This is an optimization exercise on Yosys and OpenROAD, whose aim is small area, a short achievable clock period and few clock cycles, not a production implementation. Function was checked by simulation only, so behaviour that the tests miss may differ from the original. Power and IR drop assume default switching activity.

--- flow/design.v ---
`timescale 1ps/1ps
module ALU(
    input [7:0] A,
    input [7:0] B,
    input [2:0] op_code,
    output reg [7:0] result);
    always@(*) begin
        case(op_code)
            3'b000: result <= A + B;
            3'b001: result <= A - B;
            3'b010: result <= A * B;
            3'b011: result <= (B == 8'd0) ? 8'hFF : A / B;
            3'b100: result <= A & B;
            3'b101: result <= A | B;
            3'b110: result <= A ^ B;
            3'b111: result <= 8'd0;
            default: result <= 8'dx;
        endcase
    end
endmodule
`timescale 1ps/1ps
module ALU_Src(
    input [7:0] Rt_data,
    input [7:0] Imm,
    input ALU_src_cntrl,
    output [7:0] to_ALU);
    assign to_ALU = ALU_src_cntrl ? Imm : Rt_data;
endmodule
`timescale 1ps/1ps
module Data_Mem(
    input clk,
    input rst,
    input [7:0] data_in,
    input [7:0] addr,
    input mem_write,
    output [7:0] data_out
    );
    reg [7:0] data_address [0:63];  
    always@(posedge clk or posedge rst) begin
        if(rst) begin
            integer i;
            for(i = 0; i < 64; i = i + 1) data_address[i] <= 8'd0;
        end
        else begin
            if(mem_write)
                data_address[addr] <= data_in;
        end
    end
    assign data_out = data_address[addr];
endmodule
`timescale 1ps/1ps
module Instruc_decode(
    input clk,
    input [15:0] instruc,
    output reg [2:0] ALU_op,
    output reg ALU_src_cntrl,
    output reg Reg_write,
    output reg Mem_write,
    output reg Reg_src_cntrl,
    output reg [2:0] Rs,
    output reg [2:0] Rt,
    output reg [2:0] Rd,
    output reg [2:0] Imm,
    output reg [5:0] Addr);
    always@(posedge clk) begin
        ALU_op <= instruc[15:13];
        ALU_src_cntrl <= instruc[12];
        Reg_write <= instruc[11];
        Mem_write <= instruc[10];
        Reg_src_cntrl <= instruc[9];
        Rs <= instruc[8:6];
        Rt <= instruc[5:3];
        Rd <= instruc[2:0];
        Imm <= instruc[5:3];
        Addr <= instruc[5:0];
    end
endmodule
`timescale 1ps/1ps
module Reg_Src(
    input [7:0] from_ALU,
    input [7:0] from_DMem,
    input Reg_src_cntrl,
    output [7:0] to_reg);
    assign to_reg = Reg_src_cntrl ? from_DMem : from_ALU;
endmodule
`timescale 1ps/1ps
module Register_Mem(
    input clk,
    input rst,
    input [2:0] ALU_op,
    input [2:0] rs_in,
    input [2:0] rt_in,
    input [2:0] rd_in,
    input [7:0] from_reg_src,
    input reg_write,
    output [7:0] rs_out,
    output [7:0] rt_out,
    output [7:0] save_out
    );
  reg [7:0] registers [7:0];  
    always@(posedge clk or posedge rst) begin
        if(rst) begin
            integer i;
            for(i = 0; i < 8; i = i + 1) registers[i] <= 8'd0;
        end
        else begin
            if(reg_write) begin
                if(ALU_op != 3'b111)  
                    registers[rd_in] <= from_reg_src;
                else  
                    registers[rs_in] <= from_reg_src;
            end
        end
    end
    assign rs_out = registers[rs_in];
    assign rt_out = registers[rt_in];
    assign save_out = registers[rs_in];
endmodule
`timescale 1ps/1ps
module mips_lite(
    input         clk,
    input         rst,
    input  [15:0] instr,
    input         instr_valid,
    output        instr_ready,
    output        wb_valid,
    output [2:0]  wb_reg,
    output [7:0]  wb_data,
    output        st_valid,
    output [5:0]  st_addr,
    output [7:0]  st_data
    );
    wire [2:0] ALU_op;
    wire ALU_src_cntrl;
    wire Reg_write;
    wire Mem_write;
    wire Reg_src_cntrl;
    wire [2:0] Rs;
    wire [2:0] Rt;
    wire [2:0] Rd;
    wire [2:0] Imm;
    wire [5:0] Addr;
    wire [7:0] rs_data;
    wire [7:0] rt_data;
    wire [7:0] save_data;
    wire [7:0] alu_b;
    wire [7:0] alu_result;
    wire [7:0] mem_data;
    wire [7:0] reg_data;
    reg ex_valid;  
    always@(posedge clk or posedge rst) begin
        if(rst)
            ex_valid <= 1'b0;
        else
            ex_valid <= instr_valid;
    end
    assign instr_ready = 1'b1;
    Instruc_decode decode(
        .clk(clk),
        .instruc(instr),
        .ALU_op(ALU_op),
        .ALU_src_cntrl(ALU_src_cntrl),
        .Reg_write(Reg_write),
        .Mem_write(Mem_write),
        .Reg_src_cntrl(Reg_src_cntrl),
        .Rs(Rs),
        .Rt(Rt),
        .Rd(Rd),
        .Imm(Imm),
        .Addr(Addr)
    );
    Register_Mem regs(
        .clk(clk),
        .rst(rst),
        .ALU_op(ALU_op),
        .rs_in(Rs),
        .rt_in(Rt),
        .rd_in(Rd),
        .from_reg_src(reg_data),
        .reg_write(ex_valid & Reg_write),
        .rs_out(rs_data),
        .rt_out(rt_data),
        .save_out(save_data)
    );
    ALU_Src alu_src(
        .Rt_data(rt_data),
        .Imm({5'd0, Imm}),
        .ALU_src_cntrl(ALU_src_cntrl),
        .to_ALU(alu_b)
    );
    ALU alu(
        .A(rs_data),
        .B(alu_b),
        .op_code(ALU_op),
        .result(alu_result)
    );
    Data_Mem dmem(
        .clk(clk),
        .rst(rst),
        .data_in(save_data),
        .addr({2'b00, Addr}),
        .mem_write(ex_valid & Mem_write),
        .data_out(mem_data)
    );
    Reg_Src reg_src(
        .from_ALU(alu_result),
        .from_DMem(mem_data),
        .Reg_src_cntrl(Reg_src_cntrl),
        .to_reg(reg_data)
    );
    assign wb_valid = ex_valid & Reg_write;
    assign wb_reg   = (ALU_op != 3'b111) ? Rd : Rs;
    assign wb_data  = reg_data;
    assign st_valid = ex_valid & Mem_write;
    assign st_addr  = Addr;
    assign st_data  = save_data;
endmodule
--- flow/run.sh ---
#!/bin/bash
# synth_recipe.tcl (not shown) runs the flow's synth.tcl, then flattens the netlist and writes it again
# the make line also repeats each setting of config.mk as NAME=value (left out here)
make -C /OpenROAD-flow-scripts/flow DESIGN_CONFIG=/design/flow/config.mk WORK_HOME=/design/flow/orfs CLKGATE_MAP_FILE= SYNTH_SCRIPT=/design/flow/synth_recipe.tcl finish
--- flow/config.mk ---
export PLATFORM = sky130hd
export DESIGN_NAME = mips_lite
export DESIGN_NICKNAME = mips_lite
export VERILOG_FILES = /design/flow/design.v
export SDC_FILE = /design/flow/constraint.sdc
export NUM_CORES = 4
export LEC_CHECK = 0
export CAP_MARGIN = 20
export CORE_MARGIN = 2
export CORE_UTILIZATION = 40
export SLEW_MARGIN = 20
--- flow/constraint.sdc ---
create_clock -name core_clock -period 16.0 [get_ports {clk}]
set_input_delay 3.2000 -clock core_clock [delete_from_list [all_inputs] [get_ports {clk}]]
set_output_delay 3.2000 -clock core_clock [all_outputs]
set_load 0.01 [all_outputs]
==> flow_summary.rst <==
.. list-table::
   :header-rows: 1

   * - Metric
     - Value
   * - Run status
     - no timing/DRC/antenna violations
   * - Worst slew margin
     - 25.1%
   * - Async set or reset register ratio after synthesis
     - 97.3%
   * - Number of detailed-route iterations in the first pass
     - 6
   * - Routed via count
     - 24,800
   * - Post-Layout Cell Count
     - a little over 4,000
   * - Maximum VDD drop
     - 0.283 mV
   * - Number of routed nets with antenna violations
     - 0
   * - Die height
     - between 200 and 300 µm
   * - Combined global-route utilization of all metal layers
     - 30.2%
   * - Top flip-flop cell by instance count after synthesis
     - dfrtp_1
   * - Maximum number of pins on one net before global-route repair
     - 171
   * - TritonCTS Sinks
     - around 590
   * - Count of unresolved DRC violations after routing
     - 0
   * - Std-Cell Core Area
     - 0.0717 mm²
   * - Top-area cell type share of the netlist area
     - 49.7%
   * - Area growth syn-to-layout
     - 14.8%
   * - # fillers
     - 6,880
   * - Path category of the worst min-delay check
     - reg -> reg
   * - Total net switching power
     - around 0.0021 W
   * - Num rows
     - just under 100
   * - Inserted Clock Buffers
     - 66
   * - Combinational cell fraction of total power
     - between 40% and 50%
   * - Crit path max fanout
     - 7
   * - Max cap viols
     - 0
   * - Total non-filler cell area in the finished layout
     - 0.0333 mm²
   * - Clock tree from TritonCTS
     - yes
   * - Switching Fraction
     - a little under two fifths
   * - Net count, final
     - between 3,000 and 4,000
   * - Global-route congestion overflow total
     - 0
   * - Post-detailed-route via-to-cell ratio
     - 6.00
   * - Worst-margin pin slew
     - 1.12 ns
   * - Utilization after layout
     - between 40% and 50%
   * - Detailed-route wire length per cell
     - 27.2 µm
   * - CTS H-Tree Depth
     - 3
   * - Buffers on Ports
     - between 40 and 50
   * - DIE AREA
     - 0.0748 mm²
   * - Latest clock arrival within the worst-skew pair
     - 0.62 ns
   * - Initial antenna violation count
     - 1
   * - Total length of routed wires
     - about 110 mm
   * - Cell count after placement
     - 4,001
   * - Number of enable-type register cells in the synthesized netlist
     - 0
   * - Finish-stage setup viols
     - 0
   * - Number of different library cells in the post-synthesis netlist
     - 91
   * - Number of buffers inserted by hold repair at cts
     - 0
   * - Via count of the first global-routing pass
     - 24,000
   * - Total half-perimeter wirelength after legalization and detailed placement
     - 77.5 mm
   * - Max clock buf depth
     - 3
   * - Final antenna diode count
     - 0
   * - Worst path required time
     - 12.80 ns
   * - Startpoint kind of the worst setup timing path
     - flip-flop
   * - Crit path largest cell delay
     - 0.52 ns
   * - Crit share post-route
     - 96.5%
   * - Max-slew violation count
     - 0
   * - Time the worst path needs with I/O delays and setup
     - 15.44 ns
   * - Crit Path Class
     - reg -> out
   * - Area after DPL
     - 0.0309 mm²
   * - Category of the worst setup path capture point
     - primary output
   * - Post-Route Skew
     - 0.0239 ns
   * - Worst slack at placement
     - -0.0653 ns
   * - Die width
     - 273 µm
   * - Avg Inst Size Synth
     - 9.46 µm²
   * - Register clock-pin slew on the reported worst setup and hold paths
     - 0.06 ns
   * - Wire length of the first global-routing pass
     - 165 mm
   * - Final weighted congestion in routability-driven placement
     - about 0.95
   * - Synth Net Count
     - 3,181
   * - Crit path DAT
     - 12.24 ns
   * - Synthesized instance count
     - 3,070
   * - Power share of the clock group
     - 26.6%
   * - Most area-hungry cell type in the Yosys netlist
     - dfrtp_1
   * - Number of synthesized register bits
     - 593
   * - Worst hold margin
     - 0.480 ns
   * - Most used cell along the critical path
     - ha_1
   * - Internal power component
     - between 0.003 and 0.004 W
   * - Cell Area, Synth
     - 0.0290 mm²
   * - Sequential fraction of design power
     - 30.6%
   * - Initial cell density of the core
     - 40.5%
   * - Hold Fails Final Rpt
     - 0
   * - Static Leak
     - 14.8 nW
   * - Peak Freq
     - 0.0648 GHz
   * - Final critical-path setup slack
     - about 0.56 ns
   * - Number of warnings reported in the yosys synthesis log
     - 7
   * - Share of final-layout standard cells stronger than drive strength 1
     - between 10 and 15%
   * - Share of synthesized area occupied by flip-flops and latches
     - around 51%
   * - Number of design-rule violations left by the first detailed-router iteration
     - 2,685
   * - Top cells by area, synth
     - dfrtp_1 (50%), o21ai_0 (9.3%), nand2_1 (8.9%)
   * - Pwr/cell area
     - 173 mW/mm²
   * - Number of top-level design ports
     - between 40 and 50
   * - Clk root buf
     - clkbuf_16
   * - Critical-path cell with the highest stage delay
     - mux4_2
==> flip-flops by register name, indices dropped and copies added, names as in the netlist <==
name and count:
decode.Rt 3, dmem.data_address 512, decode.Rs 3, decode.Mem_write 1
decode.Reg_src_cntrl 1, regs.registers 64, decode.ALU_src_cntrl 1, decode.Rd 2
decode.ALU_op 3, ex_valid 1, decode.Addr 1, decode.Reg_write 1
==> per-stage QoR <==
step | power (W) | TNS (ns)
after floorplan | 0.00340 | 0
after global placement | 0.00398 | 0
after detailed placement | 0.00402 | -0.0653
after CTS | 0.00565 | 0
after global routing | 0.00613 | -0.0362
final | 0.00577 | 0
==> logic make-up after synthesis <==
family	count (synthesis)	synth area share, %
mux	106	4.28
fa+ha+maj	92	4.30
other cells	1	0.0129
xor+xnor	31	0.982
simple gates	1008	15.1
compound gates	980	20.9
buf+inv	259	3.65
flops	593	50.8
==> Yosys cell counts (all sizes together), types with 8 or more instances <==
| cell | n |
|---|---|
| a211oi | 8 |
| a21o | 15 |
| a21oi | 51 |
| a221oi | 8 |
| a22oi | 250 |
| a31oi | 16 |
| buf | 32 |
| clkbuf | 154 |
| dfrtp | 577 |
| dfxtp | 16 |
| fa | 13 |
| ha | 79 |
| inv | 69 |
| mux2 | 70 |
| mux2i | 29 |
| nand2 | 689 |
| nand2b | 17 |
| nand3 | 18 |
| nand4 | 44 |
| nor2 | 134 |
| nor2b | 9 |
| nor3 | 27 |
| nor4 | 16 |
| o21a | 13 |
| o21ai | 549 |
| o221ai | 8 |
| o31ai | 9 |
| or3 | 8 |
| xnor2 | 21 |
| xor2 | 9 |
==> timing repair <==
| item | in CTS | in global routing |
|---|---|---|
| resized for setup | 15 | 19 |
| endpoints found under the setup margin | 1 | 1 |
| endpoints found under the hold margin | 0 | 0 |
| cloned | 0 | 0 |
| setup buffers | 8 | 10 |
| pin swaps | 3 | 10 |
==> layout make-up <==
cell class / count / area [µm²] / share of cell area [%]
sequential: 593 / 14800 / 44.3
multi-input combinational: 2218 / 13400 / 40.2
clock buffer: 94 / 1950 / 5.85
timing repair buffer: 185 / 1530 / 4.60
tap: 950 / 1190 / 3.57
inverter: 73 / 280 / 0.841
clock inverter: 23 / 220 / 0.661
==> power by group through the flow <==
stage | Clock (W) | Combinational [W] | Sequential (W)
4_1_cts | 0.00155 | 0.00234 | 0.00176
2_1_floorplan | 0 | 0.00165 | 0.00175
3_5_place_dp | 0 | 0.00223 | 0.00179
5_1_grt | 0.00161 | 0.00274 | 0.00178
6_report | 0.00154 | 0.00247 | 0.00176
3_3_place_gp | 0 | 0.00219 | 0.00178
==> path summary, 6_finish.rpt <==
path	start	to	depth (start not counted)	slack (ns)
setup / recovery	decode.Rt[0]	wb_data[0]	54	0.56
hold / removal	dmem.data_address[60][2]	dmem.data_address[60][2]	2	0.48
setup reg to reg	decode.Rt[0]	regs.registers[3][0]	55	3.91
hold reg to reg	dmem.data_address[60][2]	dmem.data_address[60][2]	2	0.48
max in group asynchronous	rst	dmem.data_address[0][2]	4	10.60
min in group asynchronous	rst	dmem.data_address[60][6]	2	3.12
==> placed cells by master, fill, tap and decap left out, types with 17 or more instances in the layout <==
master,count
buf_4,135
clkbuf_16,68
inv_1,61
ha_1,79
nor3_1,26
o21ai_0,536
nand3_1,18
dfrtp_1,577
mux2_2,69
mux2i_1,26
nor2_1,114
nand2b_1,17
a21oi_1,46
nand2_1,689
clkdlybuf4s50_1,44
xnor2_1,21
a22oi_1,250
nor2_2,20
nand4_1,42
==> per-layer routing <==
layer	vias to the layer above	part of all wire [%]	GRT usage (%)
li1	11000	-	-
met1	12300	41	40.1
met2	1156	44	46.2
met3	330	7.9	5.60
met4	2	6.6	17.7
met5	-	0.012	0
==> critical path, delay by kind of cell (launching register included) <==
kind            cells  cell delay [ns]
compound gates     34             5.84
fa+ha+maj           8             2.14
buf+inv             3             0.42
flops               1             0.41
mux                 5             1.73
simple gates        4             1.07
Testbench counts, summed over its fixed seeds: cycles 24,008.

## re-timing with driven ports
How much do the figures lean on ideal ports? The routed layout below was timed once more, with nothing changed but the port constraints.
Step 1, drivers: a clkbuf_16 drives clk and a buf_2 each remaining input, both assumed.
Step 2, shift: input delay + t, output delay - t, t = (earliest + latest rising clock arrival at the registers) / 2. This alone moves slack from input paths to output paths.
Slacks: ideal / step 1 / step 2; pairs: ideal / step 1.
shift t [ns]: 0.671
setup slack, ns: 0.559 / 0.491 / 1.162
worst setup path at the end: register to output
worst slew at a driven data input, ns: 0.05
After both steps this run still meets setup and hold. The setup slack of this run moves by -0.068 ns with the drivers and by +0.603 ns with both steps.
